This design comes from an exercise in tuning for small area and a short achievable clock period on the open sky130 flow, not from production work.
Where RTL was checked, it was by simulation tests only, not by an equivalence proof against the original.
Only the layout flow was run in runs 1, 2 and 5; the RTL was not checked for function there.
No activity file was given, so power comes from the tool's default toggle rates.

**flow/run.sh**
```bash
#!/bin/bash
set -euo pipefail
bash standard.sh "BUFFER_PORTS_ARGS=-buffer_cell sky130_fd_sc_hd__buf_1" "SETUP_SLACK_MARGIN=24.4" finish > flow_make.log 2>&1
```
**config.mk**
```make
export PLATFORM = sky130hd
export DESIGN_NAME = resize_controller
export DESIGN_NICKNAME = resize_controller
export VERILOG_FILES = /design/flow/design.v
export SDC_FILE = /design/flow/constraint.sdc
export NUM_CORES = 4
export LEC_CHECK = 0
export CAP_MARGIN = 20
export CORE_MARGIN = 2
export CORE_UTILIZATION = 40
export PLACE_DENSITY = 0.6
export SLEW_MARGIN = 20
```
**design.v**
```verilog
module rc_next(
    input  wire        done,
    input  wire        stage_flag,
    input  wire [19:0] des,
    input  wire [1:0]  colh,
    input  wire [19:0] s1,
    input  wire [7:0]  g,
    output wire [19:0] des_n,
    output wire [1:0]  colh_n,
    output wire [19:0] s1_n,
    output wire [7:0]  g_n,
    output wire [10:0] fr_n,
    output wire        stage_n,
    output wire        done_n
);
  wire live = ~done;
  wire [8:0] col = {colh, des[6:0]};
  wire lo127  = &des[6:0];
  wire col0   = (colh == 2'd0) & ~|des[6:0];
  wire c383   = (colh == 2'd2) & lo127;              
  wire c384   = (colh == 2'd3);                      
  wire dz     = ~|des;
  wire end0   = (des == 20'd552959);                 
  wire d147   = (des == 20'd147456);
  wire d294   = (des == 20'd294912);
  wire d442   = (des == 20'd442368);
  wire cwrap = stage_flag ? c384 : c383;
  wire last  = live & (stage_flag ? (c384 & d442) : end0);
  assign stage_n = stage_flag | last;
  assign done_n  = done | (last & stage_flag);
  reg  [19:0] des_inc;
  reg         dc;
  integer     i;
  always @* begin
    dc = live & ~(stage_flag & c384);
    for (i = 0; i < 20; i = i + 1) begin
      des_inc[i] = des[i] ^ dc;
      dc = dc & des[i];
    end
  end
  assign des_n  = last ? 20'd0 : des_inc;
  assign colh_n = (live & cwrap) ? 2'd0 : colh + {1'b0, live & lo127};
  reg  [7:0] g_add;
  reg        gc;
  reg  [7:0] gk;
  integer    j;
  always @* begin
    gk = stage_flag ? ((live & c384) ? 8'd64 : 8'd0) : 8'd171;
    gc = 1'b0;
    for (j = 0; j < 8; j = j + 1) begin
      g_add[j] = g[j] ^ gk[j] ^ gc;
      gc = (g[j] & gk[j]) | (gc & (g[j] ^ gk[j]));
    end
  end
  assign g_n = (~stage_flag & c383) ? 8'd0 : g_add;
  wire [7:0] gmask = stage_flag       ? 8'hFF :
                     (col >= 9'd306)  ? 8'h80 :
                     (col >= 9'd153)  ? 8'hC0 :
                     (col >= 9'd76)   ? 8'hE0 :
                     (col >= 9'd38)   ? 8'hF0 :
                     (col >= 9'd19)   ? 8'hF8 :
                     (col >= 9'd9)    ? 8'hFC :
                     (col >= 9'd4)    ? 8'hFE : 8'hFF;
  wire [7:0] gm = g_n & gmask;
  reg  [2:0] q;
  always @* begin
    casez (gm)
      8'b1???????: q = 3'd7;
      8'b01??????: q = 3'd6;
      8'b001?????: q = 3'd5;
      8'b0001????: q = 3'd4;
      8'b00001???: q = 3'd3;
      8'b000001??: q = 3'd2;
      8'b0000001?: q = 3'd1;
      default:     q = 3'd0;
    endcase
  end
  wire [7:0]  gn = gm << (3'd7 - q);
  assign fr_n = (gm == 8'd0) ? 11'd0 : {4'd7 + {1'b0, q}, gn[6:0]};
  wire carry = (g < 8'd171);      
  reg  [1:0]  kl;                 
  reg  [3:0]  kh;                 
  reg         ld;                 
  reg  [12:0] hv;
  always @* begin
    kl = 2'd1; kh = 4'd0; ld = 1'b0; hv = 13'd0;
    if (done) kl = 2'd0;
    else if (~stage_flag) begin
      if (col0) begin
        if (dz) kl = 2'd0;
        else begin kl = 2'd2; kh = -4'd5; end
      end else if (c383) begin
        if (end0) begin ld = 1'b1; hv = 13'd4; end
        else kh = 4'd5;
      end else kl = carry ? 2'd2 : 2'd1;
    end else begin
      if (col0) begin
        if (dz) begin kl = 2'd3; kh = -4'd5; end
        else if (d147) begin ld = 1'b1; hv = 13'd1440; end
        else if (d294) begin ld = 1'b1; hv = 13'd2880; end
        else kh = (des[8:7] == 2'd0) ? 4'd6 : 4'd3;
      end else if (c384) begin
        kl = 2'd0;
        if (d147)      begin ld = 1'b1; hv = 13'd2874; end
        else if (d294) begin ld = 1'b1; hv = 13'd4314; end
        else if (d442) begin ld = 1'b1; hv = 13'd1434; end
        else kh = -4'd3;
      end
    end
  end
  reg  [6:0]  l_sum;
  reg  [12:0] h_sum;
  reg         lc, hc, pinc, pdec;
  integer     k;
  always @* begin
    lc = 1'b0;
    for (k = 0; k < 7; k = k + 1) begin
      l_sum[k] = s1[k] ^ (k < 2 ? kl[k] : 1'b0) ^ lc;
      lc = (k < 2 ? (s1[k] & kl[k]) : 1'b0) | (lc & (s1[k] ^ (k < 2 ? kl[k] : 1'b0)));
    end
    hc = lc;
    for (k = 0; k < 3; k = k + 1) begin
      h_sum[k] = s1[7+k] ^ kh[k] ^ hc;
      hc = (s1[7+k] & kh[k]) | (hc & (s1[7+k] ^ kh[k]));
    end
    pinc = hc & ~kh[3];
    pdec = ~hc & kh[3];
    for (k = 3; k < 13; k = k + 1) begin
      h_sum[k] = s1[7+k] ^ (pinc | pdec);
      pinc = pinc & s1[7+k];
      pdec = pdec & ~s1[7+k];
    end
  end
  assign s1_n = {ld ? hv : h_sum, l_sum};
endmodule
module rc_hold #(parameter W = 1) (
    input  wire         en,
    input  wire [W-1:0] nx,
    input  wire [W-1:0] q,
    output wire [W-1:0] d
);
  assign d = en ? nx : q;
endmodule
module resize_controller(
    clk,
    reset_n,
    enable,
    src_addr1,
    src_addr2,
    des_addr,
    stage_flag,
    fraction_part,
    done
);
  input wire clk;
  input wire reset_n;
  input wire enable;
  output reg  done, stage_flag;
  output wire [23-1:0] src_addr1, src_addr2;
  output wire [23-1:0] des_addr;
  output wire [15:0] fraction_part;
  reg [19:0] des;       
  reg [1:0]  colh;      
  reg [19:0] s1;        
  reg [7:0]  g;         
  reg [10:0] fr;        
  assign des_addr      = {3'b000, des};
  assign src_addr1     = {3'b000, s1};
  wire        dz    = ~|des;
  wire        plus1 = stage_flag ? (dz & ~done) : ~dz;
  wire        p384  = stage_flag & ~(dz & ~done);
  reg  [19:0] s2;
  reg         c2;
  integer     m;
  always @* begin
    for (m = 0; m < 7; m = m + 1)
      s2[m] = s1[m] ^ (plus1 & (&(s1[6:0] | ~((7'd1 << m) - 7'd1))));
    c2 = plus1 & (&s1[6:0]);
    s2[7] = s1[7] ^ p384 ^ c2;
    c2 = (s1[7] & (p384 | c2)) | (p384 & c2);
    s2[8] = s1[8] ^ p384 ^ c2;
    c2 = (s1[8] & (p384 | c2)) | (p384 & c2);
    for (m = 9; m < 20; m = m + 1)
      s2[m] = s1[m] ^ (c2 & (&(s1[19:9] | ~((11'd1 << (m - 9)) - 11'd1))));
  end
  assign src_addr2 = {3'b000, s2};
  assign fraction_part = {2'b00, fr, 3'b000};
  wire [19:0] des_n, s1_n;
  wire [1:0]  colh_n;
  wire [7:0]  g_n;
  wire [10:0] fr_n;
  wire        stage_n, done_n;
  rc_next u_next (
    .done(done), .stage_flag(stage_flag), .des(des), .colh(colh), .s1(s1), .g(g),
    .des_n(des_n), .colh_n(colh_n), .s1_n(s1_n), .g_n(g_n), .fr_n(fr_n),
    .stage_n(stage_n), .done_n(done_n)
  );
  localparam N = 20 + 2 + 20 + 8 + 11 + 2;
  wire [N-1:0] d;
  rc_hold #(.W(N)) u_hold (
    .en(enable),
    .nx({des_n, colh_n, s1_n, g_n, fr_n, stage_n, done_n}),
    .q ({des,   colh,   s1,   g,   fr,   stage_flag, done}),
    .d (d)
  );
  always @(posedge clk or negedge reset_n) begin
    if (~reset_n) begin
      des        <= 0;
      colh       <= 0;
      s1         <= 0;
      g          <= 0;
      fr         <= 0;
      stage_flag <= 0;
      done       <= 0;
    end else begin
      {des, colh, s1, g, fr, stage_flag, done} <= d;
    end
  end
endmodule
```
**constraint.sdc**
```tcl
create_clock -name core_clock -period 32.0 [get_ports {clk}]
set_input_delay 6.4000 -clock core_clock [delete_from_list [all_inputs] [get_ports {clk}]]
set_output_delay 6.4000 -clock core_clock [all_outputs]
set_load 0.01 [all_outputs]
```
**standard.sh**
```bash
#!/bin/bash
# synth_recipe.tcl (not shown) runs the flow's synth.tcl, then flattens the netlist and writes it again
# the make line also repeats each setting of config.mk as NAME=value (left out here)
make -C /OpenROAD-flow-scripts/flow DESIGN_CONFIG=/design/flow/config.mk WORK_HOME=/design/flow/orfs CLKGATE_MAP_FILE= SYNTH_SCRIPT=/design/flow/synth_recipe.tcl "${@:-finish}"
```
==> results.txt, run 1 <==
- Worst path arrival time: 3.82 ns
- Number of vias per cell: 5.74
- Final ANT Viol Nets: 0
- Post-route DRC: 0
- All-Layer GR Usage: 0.214
- Clock Latency Late Sink: 0.34 ns
- Int Power: 0.000278 W
- TritonCTS buffer count: 9
- Number of max-slew violations in the final report: 0
- Number of buffer and inverter stages on the critical path: 3
- Post-detailed-placement half-perimeter wirelength: 9.39 mm
- Buffers from clock root to sink, at most: 2
- Horizontal extent of the die: 117 um
- Fraction of power spent switching nets: 0.402
- Capturing instance or port of the critical path: src_addr2[14]
- Biggest cell delay along the critical path: 0.47 ns
- Worst R2R End: s1[18]$_DFFE_PN0P_
- Area of all placed cells without fillers: 0.00640 mm2
- Status: complete, no violations
- Pin count of the biggest net entering global routing: 64
- Combinational share of power: 0.464
- Clock root buffer: sky130_fd_sc_hd__clkbuf_16
- Via count of the first global-routing pass: 4493
- Critical path endpoint category: output port
- Post-route setup TNS: 0 ns
- Asr flop ratio synth: 1.00
- Commonest non-fill, non-tap cells in the layout: 57 x sky130_fd_sc_hd__nand2_1, 53 x sky130_fd_sc_hd__buf_1, 48 x sky130_fd_sc_hd__dfrtp_1
- Unique masters post-synth: 83
- Most common flop cell mapped by yosys: sky130_fd_sc_hd__dfrtp_1
- CP max stage cell: sky130_fd_sc_hd__dfrtp_2
- Total of max-cap violations: 0
- CTS H-Tree Depth: 3
- Number of clock sinks seen by CTS: 63
- CTS tree: done
- Switching power of the nets: 0.000187 W
- Total via count in the routed design: 4782
- Total count of hold-check failures in the final report: 0
- Worst IR drop on VDD: 0.0287 mV
- Launch point of the worst path: des[13]$_DFFE_PN0P_
- Worst Skew: 0.00427 ns
- Finish-stage setup viols: 0
- Worst setup SP type: flop
- Die boundary height: 117 um
- Die footprint: 0.0138 mm2
- Routed wire length: 14.5 mm
- Cells along the critical path: nor4_4, nand4_1, nor2_4, mux2i_4, nand4_1, nor2_2, nand3_1, fa_2, fa_2, nor2b_4, nand3_4, buf_4, buf_6, xnor2_1, buf_2
- Clk network pwr share: 0.247
- Number of placement rows: 41
- Detailed router's first-iteration violation count: 285
- Proportion of layout cells with a drive suffix above 1: 0.221
- Syn Area/Cell: 8.93 um2
- Reg2Reg Launch Point: colh[0]$_DFFE_PN0P_
- Most common library cell in the layout ignoring fill and taps: sky130_fd_sc_hd__nand2_1
- Global route total overflow: 0
- Port bufs: 75
- Sequential area share after synthesis: 0.307
- Weighted congestion at the end of routability-driven global placement: 0.901
- Path category of the worst min-delay check: flop to flop
- Core Util, Final: 0.509
- Filler-free cell count of the finished design: 833
- Drt pass-1 iters: 4
- Number of logic stages on the critical path including buffering: 15
- EDFF count, synth: 0
- Synth-to-Final Area Change: 24.7%
- Number of cells on the worst reg-to-reg path: 27
- Gate count after technology mapping: 575
- Ports placed on the boundary: 90
- Post-synthesis register bit count: 63
- RSZ-0062 raised after global routing: yes
- Initial cell density of the core: 0.408
- Peak fanout along the critical path: 6
- Category of cells accounting for the largest share of critical-path delay: simple AND/OR/NAND/NOR gates
- Achievable clock frequency: 97.9 MHz
- Diode insertion count for antenna repair: 0
- Time the worst path needs with I/O delays and setup: 10.22 ns
- Number of filler cells placed in the layout: 1159
- Instance count after placement with tap cells included: 787
- Reg-to-reg setup timing slack: 25.64 ns
- Worst slew slack as a fraction of its limit: 0.394
- Sequential Power Share: 0.290
- Cell area after technology mapping: 0.00513 mm2
- Leakage component of the power: 2.80 nW
- Crit Path Category: flop to output port
- Worst endpoint required time: 25.60 ns
- First-pass GRT wire length: 23.0 mm
- Clock-pin slew reported for the worst setup and hold paths after clock tree synthesis: 0.05 ns
- Post-layout net count: 703
- Cell area power density: 72.6 mW/mm2
- Antenna violations before repair: 0
- Post-detailed-route wirelength per cell: 17.4 um
- Core area: 0.0126 mm2
- Yosys warning count: 2
- Worst Max-Slew Pin Slew: 0.901 ns
- Standard cell area after detailed placement: 0.00556 mm2
- Crit share post-route: 0.319
## routing by layer
metal	part of all wire	GRT usage	vias to the layer above	wire, um
met4	0.023	0.0769	0	337
met2	0.51	0.365	139	7330
met1	0.42	0.274	2341	6130
met3	0.047	0.0366	22	677
met5	0	0	-	0
li1	-	-	2280	-
## power by group through the flow
stage	clock, W	sequential, W	combinational, W
floorplan	0	0.000125	0.000147
detailed placement	0	0.000134	0.000189
finish	0.000115	0.000135	0.000216
global route	0.000120	0.000139	0.000243
global placement	0	0.000132	0.000186
CTS	0.000116	0.000134	0.000205
## worst min path at each step
stage / to / startpoint / cells past startpoint / slack (ns)
after global routing: fr[0]$_DFFE_PN0P_ / fr[0]$_DFFE_PN0P_ / 1 / 0.50
after floorplan: g[1]$_DFFE_PN0P_ / g[1]$_DFFE_PN0P_ / 2 / 0.47
after CTS: fr[0]$_DFFE_PN0P_ / fr[0]$_DFFE_PN0P_ / 1 / 0.48
after global placement: fr[7]$_DFFE_PN0P_ / fr[7]$_DFFE_PN0P_ / 1 / 0.47
after detailed placement: fr[0]$_DFFE_PN0P_ / fr[0]$_DFFE_PN0P_ / 1 / 0.47
final: fr[0]$_DFFE_PN0P_ / fr[0]$_DFFE_PN0P_ / 1 / 0.48
## Yosys cell counts, types with 3 or more instances
library cell / count / share of area
sky130_fd_sc_hd__and3_1: 8 / 0.0098
sky130_fd_sc_hd__xor2_1: 5 / 0.0085
sky130_fd_sc_hd__o221ai_1: 5 / 0.0085
sky130_fd_sc_hd__mux2_2: 6 / 0.013
sky130_fd_sc_hd__nor2_1: 39 / 0.029
sky130_fd_sc_hd__a211oi_1: 4 / 0.0059
sky130_fd_sc_hd__fa_1: 10 / 0.039
sky130_fd_sc_hd__a31oi_1: 5 / 0.0061
sky130_fd_sc_hd__o21bai_1: 4 / 0.0059
sky130_fd_sc_hd__o22ai_1: 3 / 0.0037
sky130_fd_sc_hd__xnor2_1: 11 / 0.019
sky130_fd_sc_hd__a21oi_1: 13 / 0.013
sky130_fd_sc_hd__dfrtp_1: 63 / 0.31
sky130_fd_sc_hd__or3_1: 11 / 0.013
sky130_fd_sc_hd__o2bb2ai_1: 26 / 0.044
sky130_fd_sc_hd__a221o_1: 4 / 0.0078
sky130_fd_sc_hd__o211a_1: 3 / 0.0059
sky130_fd_sc_hd__nand4_1: 10 / 0.012
sky130_fd_sc_hd__ha_1: 34 / 0.083
sky130_fd_sc_hd__o31ai_1: 6 / 0.0088
sky130_fd_sc_hd__nor4_1: 6 / 0.0073
sky130_fd_sc_hd__a2111oi_0: 3 / 0.0051
sky130_fd_sc_hd__nor3_1: 14 / 0.014
sky130_fd_sc_hd__a211o_1: 6 / 0.010
sky130_fd_sc_hd__nand2_1: 59 / 0.043
sky130_fd_sc_hd__o21ai_1: 3 / 0.0029
sky130_fd_sc_hd__mux2i_1: 6 / 0.012
sky130_fd_sc_hd__and2_1: 7 / 0.0085
sky130_fd_sc_hd__a21o_1: 8 / 0.012
sky130_fd_sc_hd__nand2b_1: 5 / 0.0061
sky130_fd_sc_hd__nor3b_1: 3 / 0.0044
sky130_fd_sc_hd__clkbuf_1: 26 / 0.019
sky130_fd_sc_hd__buf_4: 16 / 0.023
sky130_fd_sc_hd__buf_2: 9 / 0.0088
sky130_fd_sc_hd__inv_1: 26 / 0.019
sky130_fd_sc_hd__buf_1: 3 / 0.0022
sky130_fd_sc_hd__nand3_1: 23 / 0.022
sky130_fd_sc_hd__o211ai_1: 5 / 0.0073
sky130_fd_sc_hd__o21ai_0: 20 / 0.020
## stage by stage
| stage | power, W | hold slack, ns | setup WS (ns) |
|---|---|---|---|
| after CTS | 0.000455 | 0.480 | 21.80 |
| final | 0.000465 | 0.477 | 21.78 |
| after global routing | 0.000501 | 0.496 | 21.55 |
| after global placement | 0.000319 | 0.467 | 21.64 |
| after floorplan | 0.000273 | 0.471 | 22.08 |
| after detailed placement | 0.000323 | 0.467 | 21.45 |
## flip-flops by register name, indices dropped and copies added, names as in the netlist
name        flops
stage_flag      1
des            20
s1             20
done            1
colh            2
fr             11
g               8
## cell families (layout without fill, tap and decap cells)
group           after synthesis  count (layout)  share of synthesized area
fa+ha+maj                    44              44                      0.122
buf+inv                      82             155                     0.0753
xor+xnor                     17              17                     0.0317
flops                        63              63                      0.307
simple gates                204             204                      0.206
other cells                   1              14                   0.000731
mux                          12              12                     0.0249
compound gates              152             152                      0.232
## layout make-up
cell class	instances	area (um2)	share of cell area
Sequential cell	63	1600	0.249
Multi-Input combinational cell	443	3430	0.536
Inverter	27	101	0.0158
Timing Repair Buffer	112	711	0.111
Clock inverter	6	108	0.0168
Tap cell	172	215	0.0336
Clock buffer	10	239	0.0373
## what timing repair did
item / CTS / global route
setup buffers: 23 / 5
pin swaps: 12 / 7
resized for setup: 48 / 28
cloned: 0 / 2
endpoints found under the setup margin: 63 / 28
hold buffers: 0 / 0
==> run 2, diff against run 1 <==
==> flow/run.sh (replaced) <==
#!/bin/bash
# Standard ORFS layout, with the port buffers made of buf_1 cells instead of
# the default delay buffers. Each tool's output goes to the ORFS logs; make's
# own output goes to flow_make.log here.
set -euo pipefail
bash standard.sh "BUFFER_PORTS_ARGS=-buffer_cell sky130_fd_sc_hd__buf_1" finish > flow_make.log 2>&1
==> results.txt, run 2 <==
- Status: complete, no violations
- Leading cell types by total area after synthesis: sky130_fd_sc_hd__dfrtp_1 31%, sky130_fd_sc_hd__ha_1 8.3%, sky130_fd_sc_hd__o2bb2ai_1 4.4%
- Setup repair bufs after CTS: 0
- Number of vias per cell: 5.74
- Path category of the worst min-delay check: flop to flop
- Port bufs: 75
- CTS tree: done
- TritonCTS buffer count: 9
- Initial cell density of the core: 0.408
- Number of filler cells placed in the layout: 1204
- Horizontal extent of the die: 117 um
- Total Power Consumption: 0.000420 W
- Die footprint: 0.0138 mm2
- Number of max-slew violations in the final report: 0
- Crit Path Category: flop to output port
- Peak fanout along the critical path: 14
- RSZ-0062 raised after global routing: no
- Most frequent cell after synthesis: sky130_fd_sc_hd__dfrtp_1
- Final ANT Viol Nets: 0
- Critical path endpoint category: output port
- Antenna violations before repair: 0
- Min-Delay Startpoint: fr[0]$_DFFE_PN0P_
- Post-detailed-placement half-perimeter wirelength: 9.40 mm
- Biggest cell delay along the critical path: 0.54 ns
- Post-detailed-route wirelength per cell: 16.6 um
- Worst path arrival time: 4.94 ns
- Worst IR drop on VDD: 0.0315 mV
- Buffers from clock root to sink, at most: 2
- Unique masters post-synth: 83
- Worst Max-Slew Pin Slew: 0.840 ns
- Weighted congestion at the end of routability-driven global placement: 0.897
- Die boundary height: 117 um
- Most common flop cell mapped by yosys: sky130_fd_sc_hd__dfrtp_1
- Cell area after technology mapping: 0.00513 mm2
- Proportion of layout cells with a drive suffix above 1: 0.0792
- Routed wire length: 13.4 mm
- Sequential area share after synthesis: 0.307
- Cell area power density: 72.6 mW/mm2
- Largest registers in the final layout: des x20, s1 x20, fr x11
- Ports placed on the boundary: 90
- Clock Latency Late Sink: 0.33 ns
- Leakage component of the power: 2.49 nW
- Number of clock sinks seen by CTS: 63
- Total count of hold-check failures in the final report: 0
- Worst Skew: 0.00641 ns
- Yosys warning count: 2
- Post-route setup TNS: 0 ns
- Achievable clock frequency: 88.2 MHz
- Sequential cell area: 0.00158 mm2
- Clock-pin slew reported for the worst setup and hold paths after clock tree synthesis: 0.06 ns
- Core area: 0.0126 mm2
- Synth-to-Final Area Change: 12.9%
- Total via count in the routed design: 4608
- Reg2Reg Launch Point: des[3]$_DFFE_PN0P_
- First-pass GRT wire length: 22.0 mm
- Asr flop ratio synth: 1.00
- All-Layer GR Usage: 0.204
- Cells along the critical path: nor3_2, nand4_1, nor2_1, mux2i_1, nand4_1, nor2_1, nand3_1, fa_1, fa_1, nor2b_1, nand3_1, nor2_1, nand3_1, xnor2_1, buf_1
- Commonest non-fill, non-tap cells in the layout: 73 x sky130_fd_sc_hd__buf_1, 63 x sky130_fd_sc_hd__dfrtp_1, 59 x sky130_fd_sc_hd__nand2_1
- Diode insertion count for antenna repair: 0
- Most common library cell in the layout ignoring fill and taps: sky130_fd_sc_hd__buf_1
- Number of placement rows: 41
- Most area-hungry cell type in the Yosys netlist: sky130_fd_sc_hd__dfrtp_1
- Pin count of the biggest net entering global routing: 64
- Drt pass-1 iters: 4
- Worst hold-check slack: 0.474 ns
- Syn Area/Cell: 8.93 um2
- Launch point of the worst path: des[3]$_DFFE_PN0P_
- Post-route DRC: 0
- Post-synthesis register bit count: 63
- Number of gates given a new drive strength after cts: 0
- Total of max-cap violations: 0
- Area taken by multi-input logic gates: 0.00322 mm2
- EDFF count, synth: 0
- Post-layout net count: 673
- Most used standard cells in the synthesized netlist: 63 x sky130_fd_sc_hd__dfrtp_1, 59 x sky130_fd_sc_hd__nand2_1, 39 x sky130_fd_sc_hd__nor2_1
- CTS H-Tree Depth: 3
- Via count of the first global-routing pass: 4336
- Finish-stage setup viols: 0
- Detailed router's first-iteration violation count: 229
- Area share of the leading cell type in the synthesized netlist: 0.307
- Hold bufs inserted after CTS: 0
- CP max stage cell: sky130_fd_sc_hd__dfrtp_1
- Number of buffer and inverter stages on the critical path: 1
- Worst setup SP type: flop
- Category of cells accounting for the largest share of critical-path delay: simple AND/OR/NAND/NOR gates
- Clock root buffer: sky130_fd_sc_hd__clkbuf_16
- Time the worst path needs with I/O delays and setup: 11.34 ns
- Global route total overflow: 0
- Worst slew slack as a fraction of its limit: 0.440
- Worst endpoint required time: 25.60 ns
- Gate count after technology mapping: 575
- Crit share post-route: 0.354
run 2: changes by cell type in the layout (fill, tap and decap cells not counted), sizes merged:
cell | before | now
clkinv | 4 | 3
buf | 107 | 81
clkinvlp | 1 | 3
clkbuf | 15 | 10
run 2: stage by stage:
| step | util | area, um2 | cells | setup WS [ns] |
|---|---|---|---|---|
| global placement | 0.433 | 5450 | 787 | 21.10 |
| floorplan | - | 5180 | 588 | 21.71 |
| CTS | 0.461 | 5790 | 803 | 20.59 |
| finish | 0.461 | 5790 | 803 | 20.66 |
| global route | 0.461 | 5790 | 803 | 20.14 |
| detailed placement | 0.433 | 5450 | 787 | 20.97 |
run 2: power by group:
part           total (W)  internal [W]  switching (W)
sequential      0.000131     0.0000978      0.0000329
clock           0.000114     0.0000761      0.0000377
combinational   0.000176     0.0000732       0.000103
run 2: worst register-to-register path, stage by stage, from the launching register on:
cell,delay (ns)
sky130_fd_sc_hd__dfrtp_1,0.54
sky130_fd_sc_hd__nor3_2,0.43
sky130_fd_sc_hd__nand4_1,0.29
sky130_fd_sc_hd__nor2_1,0.37
sky130_fd_sc_hd__nand2_1,0.15
sky130_fd_sc_hd__mux2i_1,0.15
sky130_fd_sc_hd__nand2b_1,0.12
sky130_fd_sc_hd__fa_1,0.17
sky130_fd_sc_hd__inv_1,0.04
sky130_fd_sc_hd__ha_1,0.17
sky130_fd_sc_hd__ha_1,0.18
sky130_fd_sc_hd__ha_1,0.18
sky130_fd_sc_hd__ha_1,0.18
sky130_fd_sc_hd__ha_1,0.19
sky130_fd_sc_hd__fa_1,0.36
sky130_fd_sc_hd__inv_1,0.08
sky130_fd_sc_hd__fa_1,0.16
sky130_fd_sc_hd__inv_1,0.05
sky130_fd_sc_hd__fa_1,0.40
sky130_fd_sc_hd__inv_1,0.08
sky130_fd_sc_hd__ha_1,0.17
sky130_fd_sc_hd__nor4b_1,0.36
sky130_fd_sc_hd__nand2b_1,0.19
sky130_fd_sc_hd__nor4_1,0.54
sky130_fd_sc_hd__mux2i_1,0.20
sky130_fd_sc_hd__a31o_1,0.26
sky130_fd_sc_hd__a221o_1,0.30
run 2: layer usage:
layer	GRT usage	share of wire
met3	0.0371	0.043
met4	0.0651	0.021
met2	0.342	0.49
met1	0.267	0.44
met5	0	0
run 2: path summary, 6_finish.rpt:
check | cells past startpoint | to | slack [ns]
setup / recovery | 15 | src_addr2[19] | 20.66
hold / removal | 1 | fr[0]$_DFFE_PN0P_ | 0.47
setup reg to reg | 26 | s1[18]$_DFFE_PN0P_ | 25.55
hold reg to reg | 1 | fr[0]$_DFFE_PN0P_ | 0.47
max in group asynchronous | 2 | s1[2]$_DFFE_PN0P_ | 25.20
min in group asynchronous | 2 | des[11]$_DFFE_PN0P_ | 6.27
run 2: cell type report:
| cell class | count | share of cell area |
|---|---|---|
| clock inverter | 7 | 0.0209 |
| multi-input combinational | 443 | 0.555 |
| sequential | 63 | 0.272 |
| timing repair buffer | 82 | 0.0581 |
| clock buffer | 9 | 0.0389 |
| inverter | 27 | 0.0175 |
| tap | 172 | 0.0371 |
run 2: cells by family (layout without fill, tap and decap cells):
group           count (synthesis)  after routing  share of synthesized area
simple gates                  204            204                      0.206
compound gates                152            152                      0.232
buf+inv                        82            125                     0.0753
flops                          63             63                      0.307
fa+ha+maj                      44             44                      0.122
xor+xnor                       17             17                     0.0317
mux                            12             12                     0.0249
other cells                     1             14                   0.000731
==> run 3, diff against run 2 <==
--- a/design.v
+++ b/design.v
@@ -11,7 +11,13 @@
     output wire [7:0]  g_n,
     output wire [10:0] fr_n,
     output wire        stage_n,
-    output wire        done_n
+    output wire        done_n,
+    input  wire        a1,
+    input  wire        a384,
+    output wire        a1_n,
+    output wire        a384_n,
+    output wire        c7_n,
+    output wire        c9_n
 );
   wire live = ~done;
   wire [8:0] col = {colh, des[6:0]};
@@ -132,6 +138,10 @@
     end
   end
   assign s1_n = {ld ? hv : h_sum, l_sum};
+  assign a1_n   = live ? ~stage_flag : a1;
+  assign a384_n = live ? stage_flag : a384;
+  assign c7_n   = a1_n & (&s1_n[6:0]);
+  assign c9_n   = a384_n ? (s1_n[8] | s1_n[7]) : (a1_n & (&s1_n[8:0]));
 endmodule
 module rc_hold #(parameter W = 1) (
     input  wire         en,
@@ -166,22 +176,17 @@
   reg [10:0] fr;        
   assign des_addr      = {3'b000, des};
   assign src_addr1     = {3'b000, s1};
-  wire        dz    = ~|des;
-  wire        plus1 = stage_flag ? (dz & ~done) : ~dz;
-  wire        p384  = stage_flag & ~(dz & ~done);
+  reg         a1, a384, c7, c9;
+  wire        a1_n, a384_n, c7_n, c9_n;
   reg  [19:0] s2;
-  reg         c2;
   integer     m;
   always @* begin
     for (m = 0; m < 7; m = m + 1)
-      s2[m] = s1[m] ^ (plus1 & (&(s1[6:0] | ~((7'd1 << m) - 7'd1))));
-    c2 = plus1 & (&s1[6:0]);
-    s2[7] = s1[7] ^ p384 ^ c2;
-    c2 = (s1[7] & (p384 | c2)) | (p384 & c2);
-    s2[8] = s1[8] ^ p384 ^ c2;
-    c2 = (s1[8] & (p384 | c2)) | (p384 & c2);
+      s2[m] = s1[m] ^ (a1 & (&(s1[6:0] | ~((7'd1 << m) - 7'd1))));
+    s2[7] = s1[7] ^ (a384 | c7);
+    s2[8] = s1[8] ^ (a384 ? ~s1[7] : (c7 & s1[7]));
     for (m = 9; m < 20; m = m + 1)
-      s2[m] = s1[m] ^ (c2 & (&(s1[19:9] | ~((11'd1 << (m - 9)) - 11'd1))));
+      s2[m] = s1[m] ^ (c9 & (&(s1[19:9] | ~((11'd1 << (m - 9)) - 11'd1))));
   end
   assign src_addr2 = {3'b000, s2};
   assign fraction_part = {2'b00, fr, 3'b000};
@@ -193,14 +198,15 @@
   rc_next u_next (
     .done(done), .stage_flag(stage_flag), .des(des), .colh(colh), .s1(s1), .g(g),
     .des_n(des_n), .colh_n(colh_n), .s1_n(s1_n), .g_n(g_n), .fr_n(fr_n),
-    .stage_n(stage_n), .done_n(done_n)
+    .stage_n(stage_n), .done_n(done_n),
+    .a1(a1), .a384(a384), .a1_n(a1_n), .a384_n(a384_n), .c7_n(c7_n), .c9_n(c9_n)
   );
-  localparam N = 20 + 2 + 20 + 8 + 11 + 2;
+  localparam N = 20 + 2 + 20 + 8 + 11 + 2 + 4;
   wire [N-1:0] d;
   rc_hold #(.W(N)) u_hold (
     .en(enable),
-    .nx({des_n, colh_n, s1_n, g_n, fr_n, stage_n, done_n}),
-    .q ({des,   colh,   s1,   g,   fr,   stage_flag, done}),
+    .nx({des_n, colh_n, s1_n, g_n, fr_n, stage_n, done_n, a1_n, a384_n, c7_n, c9_n}),
+    .q ({des,   colh,   s1,   g,   fr,   stage_flag, done, a1, a384, c7, c9}),
     .d (d)
   );
   always @(posedge clk or negedge reset_n) begin
@@ -212,8 +218,12 @@
       fr         <= 0;
       stage_flag <= 0;
       done       <= 0;
+      a1         <= 0;
+      a384       <= 0;
+      c7         <= 0;
+      c9         <= 0;
     end else begin
-      {des, colh, s1, g, fr, stage_flag, done} <= d;
+      {des, colh, s1, g, fr, stage_flag, done, a1, a384, c7, c9} <= d;
     end
   end
 endmodule
==> results.txt, run 3 <==
- Status: complete, no violations
- Crit Path Category: flop to output port
- Worst Max-Slew Pin Slew: 0.920 ns
- Routing usage on met3: 0.0400
- CTS H-Tree Depth: 3
- Biggest cell delay along the critical path: 0.54 ns
- Finish-stage setup viols: 0
- Top Usage Layer GRT: met2
- Global route total overflow: 0
- Dpl ws: 23.54 ns
- Number of clock sinks seen by CTS: 67
- Post-route setup TNS: 0 ns
- Post-detailed-route wirelength per cell: 15.5 um
- Clock root buffer: sky130_fd_sc_hd__clkbuf_16
- Worst slew slack as a fraction of its limit: 0.387
- Buffers from clock root to sink, at most: 2
- Area share of the leading cell type in the synthesized netlist: 0.332
- Via count of the first global-routing pass: 4168
- Number of max-slew violations in the final report: 0
- Port bufs: 75
- Time the worst path needs with I/O delays and setup: 8.59 ns
- Drt pass-1 iters: 5
- Pin count of the biggest net entering global routing: 81
- Post-route DRC: 0
- Clock-pin slew reported for the worst setup and hold paths after clock tree synthesis: 0.06 ns
- Commonest non-fill, non-tap cells in the layout: 73 x sky130_fd_sc_hd__buf_1, 69 x sky130_fd_sc_hd__nand2_1, 67 x sky130_fd_sc_hd__dfrtp_1
- Ports placed on the boundary: 90
- Final ANT Viol Nets: 0
- Sequential area share after synthesis: 0.332
- Most common flop cell mapped by yosys: sky130_fd_sc_hd__dfrtp_1
- Die boundary height: 116 um
- Cell area after technology mapping: 0.00505 mm2
- Weighted congestion at the end of routability-driven global placement: 0.852
- Synth-to-Final Area Change: 14.0%
- Most used standard cells in the synthesized netlist: 69 x sky130_fd_sc_hd__nand2_1, 67 x sky130_fd_sc_hd__dfrtp_1, 38 x sky130_fd_sc_hd__nor2_1
- Worst Slack Setup Final: 23.41 ns
- Largest registers in the final layout: des x20, s1 x20, fr x11
- CP max stage cell: sky130_fd_sc_hd__dfrtp_1
- Most frequent cell after synthesis: sky130_fd_sc_hd__nand2_1
- All-Layer GR Usage: 0.195
- Leading cell types by total area after synthesis: sky130_fd_sc_hd__dfrtp_1 33%, sky130_fd_sc_hd__ha_1 8.4%, sky130_fd_sc_hd__nand2_1 5.1%
- Category of cells accounting for the largest share of critical-path delay: simple AND/OR/NAND/NOR gates
- Syn Area/Cell: 8.80 um2
- Die footprint: 0.0135 mm2
- Worst endpoint required time: 25.60 ns
- Hold bufs inserted after CTS: 0
- Worst Skew: 0.00725 ns
- Post-detailed-placement half-perimeter wirelength: 8.79 mm
- Proportion of layout cells with a drive suffix above 1: 0.0741
- Number of buffer and inverter stages on the critical path: 2
- Detailed router's first-iteration violation count: 263
- Met1 Usage GRT: 0.256
- Grt met2 use: 0.322
- RSZ-0062 raised after global routing: no
- Path category of the worst min-delay check: flop to flop
- Post-synthesis register bit count: 67
- Worst path arrival time: 2.19 ns
- Number of gates given a new drive strength after cts: 0
- Gate count after technology mapping: 574
- Number of vias per cell: 5.47
- Asr flop ratio synth: 1.00
- Standard cell area after detailed placement: 0.00538 mm2
- Routed wire length: 12.5 mm
- Total of max-cap violations: 0
- Most common library cell in the layout ignoring fill and taps: sky130_fd_sc_hd__buf_1
- Crit share post-route: 0.268
- Horizontal extent of the die: 116 um
- Cells along the critical path: nand3_1, nor2_1, nand4_1, inv_1, and3_1, nand2_1, xnor2_1, buf_1
- Cell area power density: 67.5 mW/mm2
- Total count of hold-check failures in the final report: 0
- Diode insertion count for antenna repair: 0
- Initial cell density of the core: 0.405
- Clock Latency Late Sink: 0.35 ns
- Core area: 0.0125 mm2
- Peak fanout along the critical path: 11
- Number of placement rows: 41
- Worst IR drop on VDD: 0.0293 mV
- First-pass GRT wire length: 20.7 mm
- Leakage component of the power: 2.55 nW
- Setup repair bufs after CTS: 0
- CTS tree: done
- Worst hold-check slack: 0.491 ns
- Worst setup SP type: flop
- Critical path endpoint category: output port
- Core Util, Final: 0.462
- Area of all placed cells without fillers: 0.00576 mm2
- Antenna violations before repair: 0
- EDFF count, synth: 0
- Unique masters post-synth: 71
- TritonCTS buffer count: 9
- Most area-hungry cell type in the Yosys netlist: sky130_fd_sc_hd__dfrtp_1
- Achievable clock frequency: 116 MHz
- Total via count in the routed design: 4408
- Post-layout net count: 674
- Yosys warning count: 2
## run 3: cell count changes in the layout (fill, tap and decap cells not counted), moves of 4 or more
cell / change
sky130_fd_sc_hd__a21oi_1: +10
sky130_fd_sc_hd__dfrtp_1: +4
sky130_fd_sc_hd__o21ai_0: +6
sky130_fd_sc_hd__a221o_1: -4
sky130_fd_sc_hd__xnor2_1: +4
sky130_fd_sc_hd__nand2_1: +10
sky130_fd_sc_hd__o221ai_1: -4
## run 3: metal layers
metal  routed length, um  share of wire
met1                5800           0.46
met3                 541          0.043
met4                 186          0.015
met2                5960           0.48
met5                   0              0
## run 3: worst register-to-register path, delay by kind of cell, from the launching register on
family | cells | cell delay [ns]
and+or+nand+nor | 10 | 2.50
adders and majority gates | 10 | 2.41
AOI/OAI and AO/OA | 3 | 0.55
DFF | 1 | 0.51
buffers and inverters | 4 | 0.29
muxes | 1 | 0.09
## run 3: where the power goes
| group | switching [W] | total, W | internal, W |
|---|---|---|---|
| logic | 0.0000763 | 0.000132 | 0.0000556 |
| clock network | 0.0000395 | 0.000126 | 0.0000862 |
| registers | 0.0000299 | 0.000131 | 0.000101 |
| total | 0.000146 | 0.000388 | 0.000243 |
## run 3: logic make-up after synthesis
group                      Yosys count  synth area share
AOI/OAI and AO/OA                  144             0.204
adders and majority gates           42             0.116
DFF                                 67             0.332
buffers and inverters               76            0.0704
other                                1          0.000743
and+or+nand+nor                    210             0.213
muxes                               14            0.0295
xor gates and xnor gates            20            0.0347
## run 3: area by class of cell
type | count | area, um2
inverters | 27 | 101
multi-input cells | 444 | 3070
fillers | 1226 | 6710
clock inverters | 6 | 136
well taps | 172 | 215
clock buffers | 10 | 239
flip-flops and latches | 67 | 1680
repair buffers | 80 | 322
## run 3: through the flow
stage	instances	power, W
CTS	806	0.000393
global route	806	0.000419
floorplan	587	0.000225
detailed placement	790	0.000264
global placement	790	0.000262
finish	806	0.000388
## run 3: final timing paths
| check | start | end | slack [ns] | depth (start not counted) |
|---|---|---|---|---|
| worst max-delay path | s1[10]$_DFFE_PN0P_ | src_addr2[19] | 23.41 | 8 |
| worst min-delay path | fr[8]$_DFFE_PN0P_ | fr[8]$_DFFE_PN0P_ | 0.49 | 1 |
| worst max register to register | des[5]$_DFFE_PN0P_ | s1[19]$_DFFE_PN0P_ | 25.58 | 28 |
| worst min register to register | fr[8]$_DFFE_PN0P_ | fr[8]$_DFFE_PN0P_ | 0.49 | 1 |
| max in group asynchronous | reset_n | des[12]$_DFFE_PN0P_ | 25.12 | 2 |
| min in group asynchronous | reset_n | s1[10]$_DFFE_PN0P_ | 6.24 | 2 |
==> run 4, diff against run 3 <==
==> flow/run.sh (replaced) <==
#!/bin/bash
# Standard ORFS layout, with the port buffers made of buf_1 cells instead of
# the default delay buffers. Each tool's output goes to the ORFS logs; make's
# own output goes to flow_make.log here.
set -euo pipefail
bash standard.sh "BUFFER_PORTS_ARGS=-buffer_cell sky130_fd_sc_hd__buf_1" "SETUP_SLACK_MARGIN=24.5" finish > flow_make.log 2>&1
==> results.txt, run 4 <==
- Status: complete, no violations
- Worst hold-check slack: 0.492 ns
- CTS tree: done
- Antenna violations before repair: 0
- Number of cells on the worst reg-to-reg path: 28
- Number of max-slew violations in the final report: 0
- Routed wire length: 14.0 mm
- EDFF count, synth: 0
- Die boundary height: 116 um
- Clock Latency Late Sink: 0.33 ns
- Biggest cell delay along the critical path: 0.41 ns
- RSZ-0062 raised after global routing: yes
- Buffers from clock root to sink, at most: 2
- Leading cell types by total area after synthesis: sky130_fd_sc_hd__dfrtp_1 33%, sky130_fd_sc_hd__ha_1 8.4%, sky130_fd_sc_hd__nand2_1 5.1%
- Cell area after technology mapping: 0.00505 mm2
- Most common flop cell mapped by yosys: sky130_fd_sc_hd__dfrtp_1
- Total Power Consumption: 0.000396 W
- Total via count in the routed design: 4627
- Synth-to-Final Area Change: 23.2%
- Die footprint: 0.0135 mm2
- Gate count after technology mapping: 574
- CTS H-Tree Depth: 3
- CP max stage cell: sky130_fd_sc_hd__dfrtp_2
- Most used standard cells in the synthesized netlist: 69 x sky130_fd_sc_hd__nand2_1, 67 x sky130_fd_sc_hd__dfrtp_1, 38 x sky130_fd_sc_hd__nor2_1
- Worst path arrival time: 1.71 ns
- Critical path endpoint category: output port
- Area share of the leading cell type in the synthesized netlist: 0.332
- Detailed router's first-iteration violation count: 346
- Clock-pin slew reported for the worst setup and hold paths after clock tree synthesis: 0.06 ns
- Peak fanout along the critical path: 2
- TritonCTS buffer count: 9
- Hold bufs inserted after CTS: 0
- Crit share post-route: 0.253
- Worst Skew: 0.00738 ns
- Global route total overflow: 0
- Most area-hungry cell type in the Yosys netlist: sky130_fd_sc_hd__dfrtp_1
- Dpl ws: 23.54 ns
- Proportion of layout cells with a drive suffix above 1: 0.206
- Port bufs: 75
- Standard cell area after detailed placement: 0.00544 mm2
- First-pass GRT wire length: 22.5 mm
- Worst endpoint required time: 25.60 ns
- Ports placed on the boundary: 90
- Number of placement rows: 41
- Category of cells accounting for the largest share of critical-path delay: simple AND/OR/NAND/NOR gates
- Total count of hold-check failures in the final report: 0
- Number of vias per cell: 5.50
- Finish-stage setup viols: 0
- Number of filler cells placed in the layout: 1207
- Crit Path Category: flop to output port
- Worst slew slack as a fraction of its limit: 0.370
- Drt pass-1 iters: 5
- Path category of the worst min-delay check: flop to flop
- Number of clock sinks seen by CTS: 67
- Yosys warning count: 2
- Asr flop ratio synth: 1.00
- All-Layer GR Usage: 0.211
- Worst Slack Setup Final: 23.89 ns
- Unique masters post-synth: 71
- Worst IR drop on VDD: 0.0219 mV
- Worst Max-Slew Pin Slew: 0.945 ns
- Horizontal extent of the die: 116 um
- Weighted congestion at the end of routability-driven global placement: 0.859
- Area of all placed cells without fillers: 0.00622 mm2
- Clock root buffer: sky130_fd_sc_hd__clkbuf_16
- Pin count of the biggest net entering global routing: 68
- Number of logic stages on the critical path including buffering: 8
- Post-route setup TNS: 0 ns
- Most frequent cell after synthesis: sky130_fd_sc_hd__nand2_1
- Time the worst path needs with I/O delays and setup: 8.11 ns
- Largest registers in the final layout: des x20, s1 x20, fr x11
- Core area: 0.0125 mm2
- Syn Area/Cell: 8.80 um2
- Total of max-cap violations: 0
- Diode insertion count for antenna repair: 0
- Sequential area share after synthesis: 0.332
- Achievable clock frequency: 123 MHz
- Worst setup SP type: flop
- Final ANT Viol Nets: 0
- Post-detailed-placement half-perimeter wirelength: 9.04 mm
- Post-layout net count: 709
- Reg-to-reg setup timing slack: 25.60 ns
- Number of buffer and inverter stages on the critical path: 2
- Post-route DRC: 0
- Post-synthesis register bit count: 67
- Via count of the first global-routing pass: 4461
- Cells along the critical path: nand3_4, nor2_4, nand4_1, inv_2, and3_4, nand2_4, xnor2_2, buf_2
- Most common library cell in the layout ignoring fill and taps: sky130_fd_sc_hd__nand2_1
- Leakage component of the power: 2.82 nW
- Commonest non-fill, non-tap cells in the layout: 66 x sky130_fd_sc_hd__nand2_1, 54 x sky130_fd_sc_hd__dfrtp_1, 52 x sky130_fd_sc_hd__buf_1
- Cell area power density: 63.7 mW/mm2
- Worst hold path cell count: 1
- Initial cell density of the core: 0.405
- Post-detailed-route wirelength per cell: 16.6 um
run 4: cell count changes in the layout (fill, tap and decap cells not counted), moves of 4 or more:
cell                        change
sky130_fd_sc_hd__dfrtp_2       +12
sky130_fd_sc_hd__buf_4         +22
sky130_fd_sc_hd__xnor2_1        -6
sky130_fd_sc_hd__buf_1         -21
sky130_fd_sc_hd__bufinv_16      -4
sky130_fd_sc_hd__xnor2_2        +6
sky130_fd_sc_hd__nand3_1        -4
sky130_fd_sc_hd__buf_6         +11
sky130_fd_sc_hd__dfrtp_1       -13
sky130_fd_sc_hd__buf_2         +18
sky130_fd_sc_hd__clkinv_2       +5
run 4: cell families (layout without fill, tap and decap cells):
logic type	Yosys count	in the layout	share of synthesized area
XOR/XNOR	20	20	0.0347
flip-flops	67	67	0.332
AND/OR/NAND/NOR	210	210	0.213
buffers and inverters	76	158	0.0704
AO/OA/AOI/OAI	144	144	0.204
adder cells (fa/ha/maj)	42	42	0.116
multiplexers	14	14	0.0295
other	1	14	0.000743
run 4: final timing paths:
| kind | startpoint | end |
|---|---|---|
| min | fr[7]$_DFFE_PN0P_ | fr[7]$_DFFE_PN0P_ |
| min in group asynchronous | reset_n | s1[10]$_DFFE_PN0P_ |
| max in group asynchronous | reset_n | done$_DFFE_PN0P_ |
| max | c9$_DFFE_PN0P_ | src_addr2[19] |
| min reg2reg | fr[7]$_DFFE_PN0P_ | fr[7]$_DFFE_PN0P_ |
| max reg2reg | des[5]$_DFFE_PN0P_ | s1[19]$_DFFE_PN0P_ |
run 4: stage by stage:
step	utilization	instances
3_5_place_dp	0.437	790
4_1_cts	0.483	827
2_1_floorplan	-	587
5_1_grt	0.499	841
3_3_place_gp	0.437	790
6_report	0.499	841
run 4: layout make-up:
cell class | instances | area [um2] | area share
Sequential cell | 67 | 1700 | 0.273
Inverter | 27 | 105 | 0.0169
Tap cell | 172 | 215 | 0.0346
Clock buffer | 10 | 229 | 0.0368
Multi-Input combinational cell | 444 | 3190 | 0.513
Clock inverter | 6 | 32.5 | 0.00523
Timing Repair Buffer | 115 | 749 | 0.120
run 4: what timing repair did:
action | in CTS | in global routing
pin swaps | 12 | 6
gates resized for setup | 48 | 22
gates cloned | 2 | 1
buffers inserted | 19 | 13
setup endpoints to repair | 60 | 25
run 4: power breakdown:
part | switching, W | internal, W
clock network | 0.0000387 | 0.0000518
logic | 0.0000938 | 0.0000840
registers | 0.0000256 | 0.000102
run 4: routing by layer:
metal | global-route usage | wire length [um] | part of all wire | up-vias
met4 | 0.0611 | 206 | 0.015 | 0
met1 | 0.272 | 6160 | 0.44 | 2233
met2 | 0.363 | 6960 | 0.50 | 136
met5 | 0 | 0 | 0 | -
li1 | - | - | - | 2242
met3 | 0.0389 | 654 | 0.047 | 16
==> run 5, diff against run 4 <==
--- a/design.v
+++ b/design.v
@@ -203,12 +203,14 @@
   );
   localparam N = 20 + 2 + 20 + 8 + 11 + 2 + 4;
   wire [N-1:0] d;
-  rc_hold #(.W(N)) u_hold (
-    .en(enable),
-    .nx({des_n, colh_n, s1_n, g_n, fr_n, stage_n, done_n, a1_n, a384_n, c7_n, c9_n}),
-    .q ({des,   colh,   s1,   g,   fr,   stage_flag, done, a1, a384, c7, c9}),
-    .d (d)
-  );
+  wire [N-1:0] nx = {des_n, colh_n, s1_n, g_n, fr_n, stage_n, done_n, a1_n, a384_n, c7_n, c9_n};
+  wire [N-1:0] qq = {des,   colh,   s1,   g,   fr,   stage_flag, done, a1, a384, c7, c9};
+  genvar b;
+  generate
+    for (b = 0; b < N; b = b + 1) begin : hold
+      rc_hold #(.W(1)) u_hold (.en(enable), .nx(nx[b]), .q(qq[b]), .d(d[b]));
+    end
+  endgenerate
   always @(posedge clk or negedge reset_n) begin
     if (~reset_n) begin
       des        <= 0;
==> flow/run.sh (replaced) <==
#!/bin/bash
# Standard ORFS layout, with the port buffers made of buf_1 cells instead of
# the default delay buffers. Each tool's output goes to the ORFS logs; make's
# own output goes to flow_make.log here.
set -euo pipefail
bash standard.sh "BUFFER_PORTS_ARGS=-buffer_cell sky130_fd_sc_hd__buf_1" finish > flow_make.log 2>&1
--- a/config.mk
+++ b/config.mk
@@ -10,3 +10,4 @@
 export CORE_UTILIZATION = 40
 export PLACE_DENSITY = 0.6
 export SLEW_MARGIN = 20
+export SYNTH_HIERARCHICAL = 1
==> results.txt, run 5 <==
- Number of clock sinks seen by CTS: 67
- Port bufs: 75
- Pin count of the biggest net entering global routing: 68
- Worst slew slack as a fraction of its limit: 0.395
- Gate count after technology mapping: 524
- Post-layout net count: 640
- Worst path arrival time: 1.80 ns
- Yosys warning count: 8
- Most common flop cell mapped by yosys: sky130_fd_sc_hd__dfrtp_1
- Total of max-cap violations: 0
- Wire length the detailed router placed on met1: 5.74 mm
- Final ANT Viol Nets: 0
- Leakage component of the power: 2.83 nW
- CTS tree: done
- Synth-to-Final Area Change: 12.1%
- Proportion of layout cells with a drive suffix above 1: 0.192
- Most common library cell in the layout ignoring fill and taps: sky130_fd_sc_hd__buf_1
- Asr flop ratio synth: 1.00
- Achievable clock frequency: 122 MHz
- Via count of the first global-routing pass: 3878
- Global route total overflow: 0
- Reg2Reg Launch Point: des[3]$_DFF_PN0_
- Status: complete, no violations
- Path category of the worst min-delay check: flop to flop
- Worst endpoint required time: 25.60 ns
- Time the worst path needs with I/O delays and setup: 8.20 ns
- Clock-pin slew reported for the worst setup and hold paths after clock tree synthesis: 0.06 ns
- RSZ-0062 raised after global routing: no
- Worst Max-Slew Pin Slew: 0.908 ns
- Most used standard cells in the synthesized netlist: 67 x sky130_fd_sc_hd__dfrtp_1, 67 x sky130_fd_sc_hd__mux2_4, 35 x sky130_fd_sc_hd__nor2_1
- Die boundary height: 121 um
- Critical path endpoint category: output port
- EDFF count, synth: 0
- Launch point of the worst path: s1[10]$_DFF_PN0_
- Most area-hungry cell type in the Yosys netlist: sky130_fd_sc_hd__dfrtp_1
- Standard cell area after detailed placement: 0.00588 mm2
- Clock Latency Late Sink: 0.33 ns
- Peak fanout along the critical path: 11
- Post-synthesis register bit count: 67
- Routed met2 length: 5.43 mm
- Weighted congestion at the end of routability-driven global placement: 0.867
- Number of vias per cell: 5.25
- Number of gates given a new drive strength after cts: 0
- Clock root buffer: sky130_fd_sc_hd__clkbuf_16
- Worst Skew: 0.00545 ns
- Worst hold-check slack: 0.507 ns
- Number of placement rows: 42
- Commonest non-fill, non-tap cells in the layout: 73 x sky130_fd_sc_hd__buf_1, 67 x sky130_fd_sc_hd__mux2_4, 67 x sky130_fd_sc_hd__dfrtp_1
- Core area: 0.0133 mm2
- Worst IR drop on VDD: 0.0457 mV
- Die footprint: 0.0147 mm2
- Initial cell density of the core: 0.413
- TritonCTS buffer count: 9
- Setup repair bufs after CTS: 0
- Highest routing layer actually used: met4
- Cell area power density: 96.7 mW/mm2
- Post-route DRC: 0
- Unique masters post-synth: 74
- Worst setup SP type: flop
- Sequential area share after synthesis: 0.304
- Largest registers in the final layout: des x20, s1 x20, fr x11
- Diode insertion count for antenna repair: 0
- Post-route setup TNS: 0 ns
- Total count of hold-check failures in the final report: 0
- Total via count in the routed design: 4067
- Cell area after technology mapping: 0.00551 mm2
- Crit Path Category: flop to output port
- CTS H-Tree Depth: 3
- Finish-stage setup viols: 0
- Number of max-slew violations in the final report: 0
- Post-detailed-route wirelength per cell: 15.2 um
- Horizontal extent of the die: 121 um
- Crit share post-route: 0.256
- Syn Area/Cell: 10.5 um2
- Leading cell types by total area after synthesis: sky130_fd_sc_hd__dfrtp_1 30%, sky130_fd_sc_hd__mux2_4 18%, sky130_fd_sc_hd__ha_1 7.7%
- Hold bufs inserted after CTS: 0
- Routed wire length: 11.8 mm
- Drt pass-1 iters: 4
- Detailed router's first-iteration violation count: 178
- Dpl ws: 23.88 ns
- Routed length on met3: 498 um
- Post-detailed-placement half-perimeter wirelength: 8.51 mm
- Worst Slack Setup Final: 23.80 ns
- Area of all placed cells without fillers: 0.00617 mm2
- Antenna violations before repair: 0
- All-Layer GR Usage: 0.168
- First-pass GRT wire length: 19.9 mm
- Min-Delay Startpoint: fr[9]$_DFF_PN0_
- Buffers from clock root to sink, at most: 2
- Area share of the leading cell type in the synthesized netlist: 0.304
- Ports placed on the boundary: 90
[run 5: changes by cell type in the layout (fill, tap and decap cells not counted), sizes merged, moves of 6 or more]
| cell | before | now |
|---|---|---|
| buf | 111 | 77 |
| mux2 | 7 | 68 |
| nand2 | 70 | 28 |
| nand3 | 27 | 16 |
| nand4 | 14 | 7 |
| nor2b | 3 | 23 |
| o21ai | 30 | 21 |
| o22ai | 1 | 7 |
| o2bb2ai | 28 | 0 |
| o31ai | 6 | 0 |
| or3 | 11 | 2 |
| xor2 | 5 | 14 |
[run 5: power breakdown]
group | internal (W) | leakage [nW] | total [W] | switching [W]
Combinational | 0.000167 | 1.84 | 0.000334 | 0.000167
Sequential | 0.000113 | 0.845 | 0.000164 | 0.0000508
Clock | 0.0000640 | 0.146 | 0.0000991 | 0.0000351
[run 5: through the flow]
| stage | instances | total power, W | util |
|---|---|---|---|
| 4_1_cts | 775 | 0.000603 | 0.463 |
| 3_5_place_dp | 760 | 0.000500 | 0.440 |
| 3_3_place_gp | 760 | 0.000489 | 0.440 |
| 6_report | 775 | 0.000597 | 0.463 |
| 2_1_floorplan | 537 | 0.000421 | - |
| 5_1_grt | 775 | 0.000647 | 0.463 |
[run 5: critical path, stage by stage (launching register included)]
cell	delay, ns
sky130_fd_sc_hd__dfrtp_1	0.58
sky130_fd_sc_hd__nand4_4	0.20
sky130_fd_sc_hd__nor4_2	0.34
sky130_fd_sc_hd__xor2_1	0.17
sky130_fd_sc_hd__buf_1	0.16
[run 5: Yosys stat by module (local to each module, per instance), a selection]
module             flops+latches  cell area [um2]  cells inside
rc_next                        0             2380           332
resize_controller             67             2120           125
[run 5: area by class of cell]
cell class / count / area (um2)
flip-flops and latches: 67 / 1680
fillers: 1323 / 7170
clock buffers: 13 / 260
repair buffers: 78 / 309
clock inverters: 2 / 35.0
well taps: 176 / 220
inverters: 21 / 83.8
multi-input cells: 418 / 3590
[run 5: final timing paths]
check | endpoint | slack (ns) | cells after the start
min in group asynchronous | s1[11]$_DFF_PN0_ | 6.28 | 2
max in group asynchronous | des[5]$_DFF_PN0_ | 25.17 | 2
max | src_addr2[19] | 23.80 | 4
max reg2reg | s1[19]$_DFF_PN0_ | 25.51 | 25
min | fr[9]$_DFF_PN0_ | 0.51 | 1
min reg2reg | fr[9]$_DFF_PN0_ | 0.51 | 1
[run 5: cell families (layout without fill, tap and decap cells)]
group | after synthesis | after routing | share of synthesized area
and+or+nand+nor | 174 | 174 | 0.189
AOI/OAI and AO/OA | 82 | 82 | 0.0997
muxes | 72 | 72 | 0.192
DFF | 67 | 67 | 0.304
buffers and inverters | 52 | 114 | 0.0534
adders and majority gates | 42 | 42 | 0.106
xor gates and xnor gates | 34 | 34 | 0.0541
other | 1 | 14 | 0.000681
[run 5: routing by layer]
metal  global-route usage  vias up
li1                     -     1998
met1                0.245     1958
met2                0.254      104
met3               0.0310        7
met4               0.0453        0
met5                    0        -
==> run 6, diff against run 5 <==
--- a/design.v
+++ b/design.v
@@ -203,14 +203,12 @@
   );
   localparam N = 20 + 2 + 20 + 8 + 11 + 2 + 4;
   wire [N-1:0] d;
-  wire [N-1:0] nx = {des_n, colh_n, s1_n, g_n, fr_n, stage_n, done_n, a1_n, a384_n, c7_n, c9_n};
-  wire [N-1:0] qq = {des,   colh,   s1,   g,   fr,   stage_flag, done, a1, a384, c7, c9};
-  genvar b;
-  generate
-    for (b = 0; b < N; b = b + 1) begin : hold
-      rc_hold #(.W(1)) u_hold (.en(enable), .nx(nx[b]), .q(qq[b]), .d(d[b]));
-    end
-  endgenerate
+  rc_hold #(.W(N)) u_hold (
+    .en(enable),
+    .nx({des_n, colh_n, s1_n, g_n, fr_n, stage_n, done_n, a1_n, a384_n, c7_n, c9_n}),
+    .q ({des,   colh,   s1,   g,   fr,   stage_flag, done, a1, a384, c7, c9}),
+    .d (d)
+  );
   always @(posedge clk or negedge reset_n) begin
     if (~reset_n) begin
       des        <= 0;
==> flow/run.sh (replaced) <==
#!/bin/bash
# Standard ORFS layout with two changes: the port buffers are buf_1 cells
# instead of the default delay buffers, and clock tree synthesis uses small
# clock buffers and no dummy loads (the design has few flip-flops).
# make's output goes to flow_make.log; each tool's log is under orfs/logs.
set -euo pipefail
bash standard.sh "BUFFER_PORTS_ARGS=-buffer_cell sky130_fd_sc_hd__buf_1" \
  "CTS_ARGS=-sink_clustering_enable -repair_clock_nets -dont_use_dummy_load -buf_list sky130_fd_sc_hd__clkbuf_4 -root_buf sky130_fd_sc_hd__clkbuf_4" \
  finish > flow_make.log 2>&1
--- a/config.mk
+++ b/config.mk
@@ -10,4 +10,3 @@
 export CORE_UTILIZATION = 40
 export PLACE_DENSITY = 0.6
 export SLEW_MARGIN = 20
-export SYNTH_HIERARCHICAL = 1
==> results.txt, run 6 <==
- Number of gates given a new drive strength after cts: 0
- Number of placement rows: 41
- Worst Skew: 0.0349 ns
- Worst path arrival time: 2.29 ns
- Worst slew slack as a fraction of its limit: 0.384
- Path category of the worst min-delay check: flop to flop
- Via count of the first global-routing pass: 4145
- Buffers from clock root to sink, at most: 2
- Worst Max-Slew Pin Slew: 0.924 ns
- Post-route setup TNS: 0 ns
- Clock-pin slew reported for the worst setup and hold paths after clock tree synthesis: 0.13 ns
- Horizontal extent of the die: 116 um
- RSZ-0062 raised after global routing: no
- Total count of hold-check failures in the final report: 0
- Worst IR drop on VDD: 0.0198 mV
- Int Power: 0.000169 W
- Die footprint: 0.0135 mm2
- Clock root buffer: sky130_fd_sc_hd__clkbuf_4
- Clock Latency Late Sink: 0.46 ns
- Core area: 0.0125 mm2
- Worst endpoint required time: 25.60 ns
- Standard cell area after detailed placement: 0.00538 mm2
- Cell area after technology mapping: 0.00505 mm2
- Sequential area share after synthesis: 0.332
- Peak fanout along the critical path: 11
- Number of max-slew violations in the final report: 0
- Finish-stage setup viols: 0
- Yosys warning count: 2
- Fraction of synthesized area in multiplexers: 0.0295
- Status: complete, no violations
- First-pass GRT wire length: 20.6 mm
- Ports placed on the boundary: 90
- Post-detailed-route wirelength per cell: 15.5 um
- Port bufs: 75
- Die boundary height: 116 um
- Xor/xnor share of the synthesized area: 0.0347
- Instance count after placement with tap cells included: 790
- Post-synthesis register bit count: 67
- Most common library cell in the layout ignoring fill and taps: sky130_fd_sc_hd__buf_1
- Gate count after technology mapping: 574
- Largest registers in the final layout: des x20, s1 x20, fr x11
- Weighted congestion at the end of routability-driven global placement: 0.852
- Commonest non-fill, non-tap cells in the layout: 73 x sky130_fd_sc_hd__buf_1, 69 x sky130_fd_sc_hd__nand2_1, 67 x sky130_fd_sc_hd__dfrtp_1
- Most frequent cell after synthesis: sky130_fd_sc_hd__nand2_1
- Total of max-cap violations: 0
- Number of vias per cell: 5.52
- Most used standard cells in the synthesized netlist: 69 x sky130_fd_sc_hd__nand2_1, 67 x sky130_fd_sc_hd__dfrtp_1, 38 x sky130_fd_sc_hd__nor2_1
- Combinational share of power: 0.431
- Area share of the leading cell type in the synthesized netlist: 0.332
- Share of synthesized cell area in full adder, half adder and majority cells: 0.116
- Filler-free cell count of the finished design: 799
- Detailed router's first-iteration violation count: 260
- Area taken by multi-input logic gates: 0.00307 mm2
- Hold bufs inserted after CTS: 0
- Fraction of power spent switching nets: 0.446
- Post-route DRC: 0
- Number of clock sinks seen by CTS: 67
- Number of filler cells placed in the layout: 1268
- Total via count in the routed design: 4414
- Initial cell density of the core: 0.405
- Post-detailed-placement half-perimeter wirelength: 8.79 mm
- Unique masters post-synth: 71
- Asr flop ratio synth: 1.00
- Achievable clock frequency: 115 MHz
- TritonCTS buffer count: 9
- Pin count of the biggest net entering global routing: 81
- Post-layout net count: 674
- Most area-hungry cell type in the Yosys netlist: sky130_fd_sc_hd__dfrtp_1
- CTS H-Tree Depth: 3
- Crit Path Category: flop to output port
- Synthesized-area fraction occupied by ao, oa, aoi and oai cells: 0.204
- Clk network pwr share: 0.141
- Sequential Power Share: 0.428
- Synthesized-area fraction occupied by and/or/nand/nor cells: 0.213
- Syn Area/Cell: 8.80 um2
- Crit share post-route: 0.271
- Sequential cell area: 0.00168 mm2
- Reg-to-reg setup timing slack: 25.60 ns
- Global route total overflow: 0
- Setup repair bufs after CTS: 0
- Drt pass-1 iters: 4
- EDFF count, synth: 0
- Diode insertion count for antenna repair: 0
- Final ANT Viol Nets: 0
- CTS tree: done
- Area of all placed cells without fillers: 0.00545 mm2
- Worst setup SP type: flop
- Most common flop cell mapped by yosys: sky130_fd_sc_hd__dfrtp_1
- Combinational family with the most area after synthesis: simple AND/OR/NAND/NOR gates
- Critical path endpoint category: output port
- Switching power of the nets: 0.000136 W
- Time the worst path needs with I/O delays and setup: 8.69 ns
- Cell area power density: 56.0 mW/mm2
- All-Layer GR Usage: 0.194
- Routed wire length: 12.4 mm
- Synth-to-Final Area Change: 7.90%
- Leading cell types by total area after synthesis: sky130_fd_sc_hd__dfrtp_1 33%, sky130_fd_sc_hd__ha_1 8.4%, sky130_fd_sc_hd__nand2_1 5.1%
- Leakage component of the power: 2.42 nW
- Antenna violations before repair: 0
- Proportion of layout cells with a drive suffix above 1: 0.0638
run 6: critical path, cell delays in order, from the launching register on:
cell and delay, ns:
sky130_fd_sc_hd__dfrtp_1 0.55, sky130_fd_sc_hd__nand3_1 0.18, sky130_fd_sc_hd__nor2_1 0.27, sky130_fd_sc_hd__nand4_1 0.18, sky130_fd_sc_hd__inv_1 0.10, sky130_fd_sc_hd__and3_1 0.19
sky130_fd_sc_hd__nand2_1 0.08, sky130_fd_sc_hd__xnor2_1 0.14, sky130_fd_sc_hd__buf_1 0.17
run 6: through the flow:
stage | setup slack (ns) | power [W] | hold slack [ns] | util
floorplan | 23.83 | 0.000225 | 0.471 | -
global placement | 23.60 | 0.000262 | 0.478 | 0.432
detailed placement | 23.54 | 0.000264 | 0.479 | 0.432
CTS | 23.28 | 0.000308 | 0.514 | 0.437
global route | 23.12 | 0.000334 | 0.540 | 0.437
finish | 23.31 | 0.000305 | 0.507 | 0.437
run 6: cell type report:
cell class	count	share of cell area
clock buffers	9	0.0124
inverters	27	0.0186
multi-input cells	444	0.563
flip-flops and latches	67	0.308
well taps	172	0.0395
repair buffers	80	0.0590
run 6: power by group through the flow:
| stage | Sequential (W) | Combinational [W] | Clock (W) |
|---|---|---|---|
| 2_1_floorplan | 0.000124 | 0.000101 | 0 |
| 3_3_place_gp | 0.000131 | 0.000131 | 0 |
| 3_5_place_dp | 0.000133 | 0.000132 | 0 |
| 4_1_cts | 0.000131 | 0.000132 | 0.0000442 |
| 5_1_grt | 0.000135 | 0.000152 | 0.0000472 |
| 6_report | 0.000130 | 0.000131 | 0.0000430 |
run 6: cell families (layout without fill, tap and decap cells):
logic type | Yosys count | count (layout)
xor gates and xnor gates | 20 | 20
and+or+nand+nor | 210 | 210
AOI/OAI and AO/OA | 144 | 144
DFF | 67 | 67
other | 1 | 14
buffers and inverters | 76 | 116
adders and majority gates | 42 | 42
muxes | 14 | 14
run 6: worst paths after layout:
| kind | start | end | cells past startpoint |
|---|---|---|---|
| hold reg to reg | fr[8]$_DFFE_PN0P_ | fr[8]$_DFFE_PN0P_ | 1 |
| min in group asynchronous | reset_n | s1[9]$_DFFE_PN0P_ | 2 |
| setup / recovery | s1[10]$_DFFE_PN0P_ | src_addr2[19] | 8 |
| max in group asynchronous | reset_n | des[16]$_DFFE_PN0P_ | 2 |
| setup reg to reg | des[5]$_DFFE_PN0P_ | s1[19]$_DFFE_PN0P_ | 28 |
| hold / removal | fr[8]$_DFFE_PN0P_ | fr[8]$_DFFE_PN0P_ | 1 |
run 6: routing by layer:
layer  GRT usage  vias to the layer above  wire (um)
met2       0.319                      104       5830
met3      0.0337                       21        529
met4      0.0722                        0        210
met1       0.256                     2114       5810
met5           0                        -          0
li1            -                     2175          -

[what the ideal ports hide]
The flow's constraints put no driver on any port. The routed layouts listed below were extracted and timed again, unchanged, in two steps. Step 1, drivers: a clkbuf_16 drives clk and a buf_2 each remaining input, both assumed. Step 2 adds t to the input delays and takes it off the output delays; t is the mean of the earliest and latest rising clock arrival at the registers after step 1. Input paths then give back, and output paths get back, about the clock's delay inside the block. Three values: no drivers, after step 1, after step 2; two values: the first two.
run | t, ns | setup slack, ns | worst setup path at the end | worst data-port slew with drivers (ns) | pins driven straight from the clock port
run 1 | 0.374 | 21.784 / 21.746 / 22.120 | register to output | 0.03 | 1
run 2 | 0.370 | 20.657 / 20.618 / 20.988 | register to output | 0.04 | 1
run 3 | 0.380 | 23.408 / 23.371 / 23.554 | input to register | 0.03 | 1
run 4 | 0.369 | 23.890 / 23.852 / 24.214 | input to register | 0.03 | 1
run 5 | 0.368 | 23.798 / 23.758 / 23.892 | input to register | 0.03 | 1
run 6 | 0.473 | 23.313 / 23.282 / 23.524 | input to register | 0.03 | 1
After both steps every run listed still meets setup and hold.
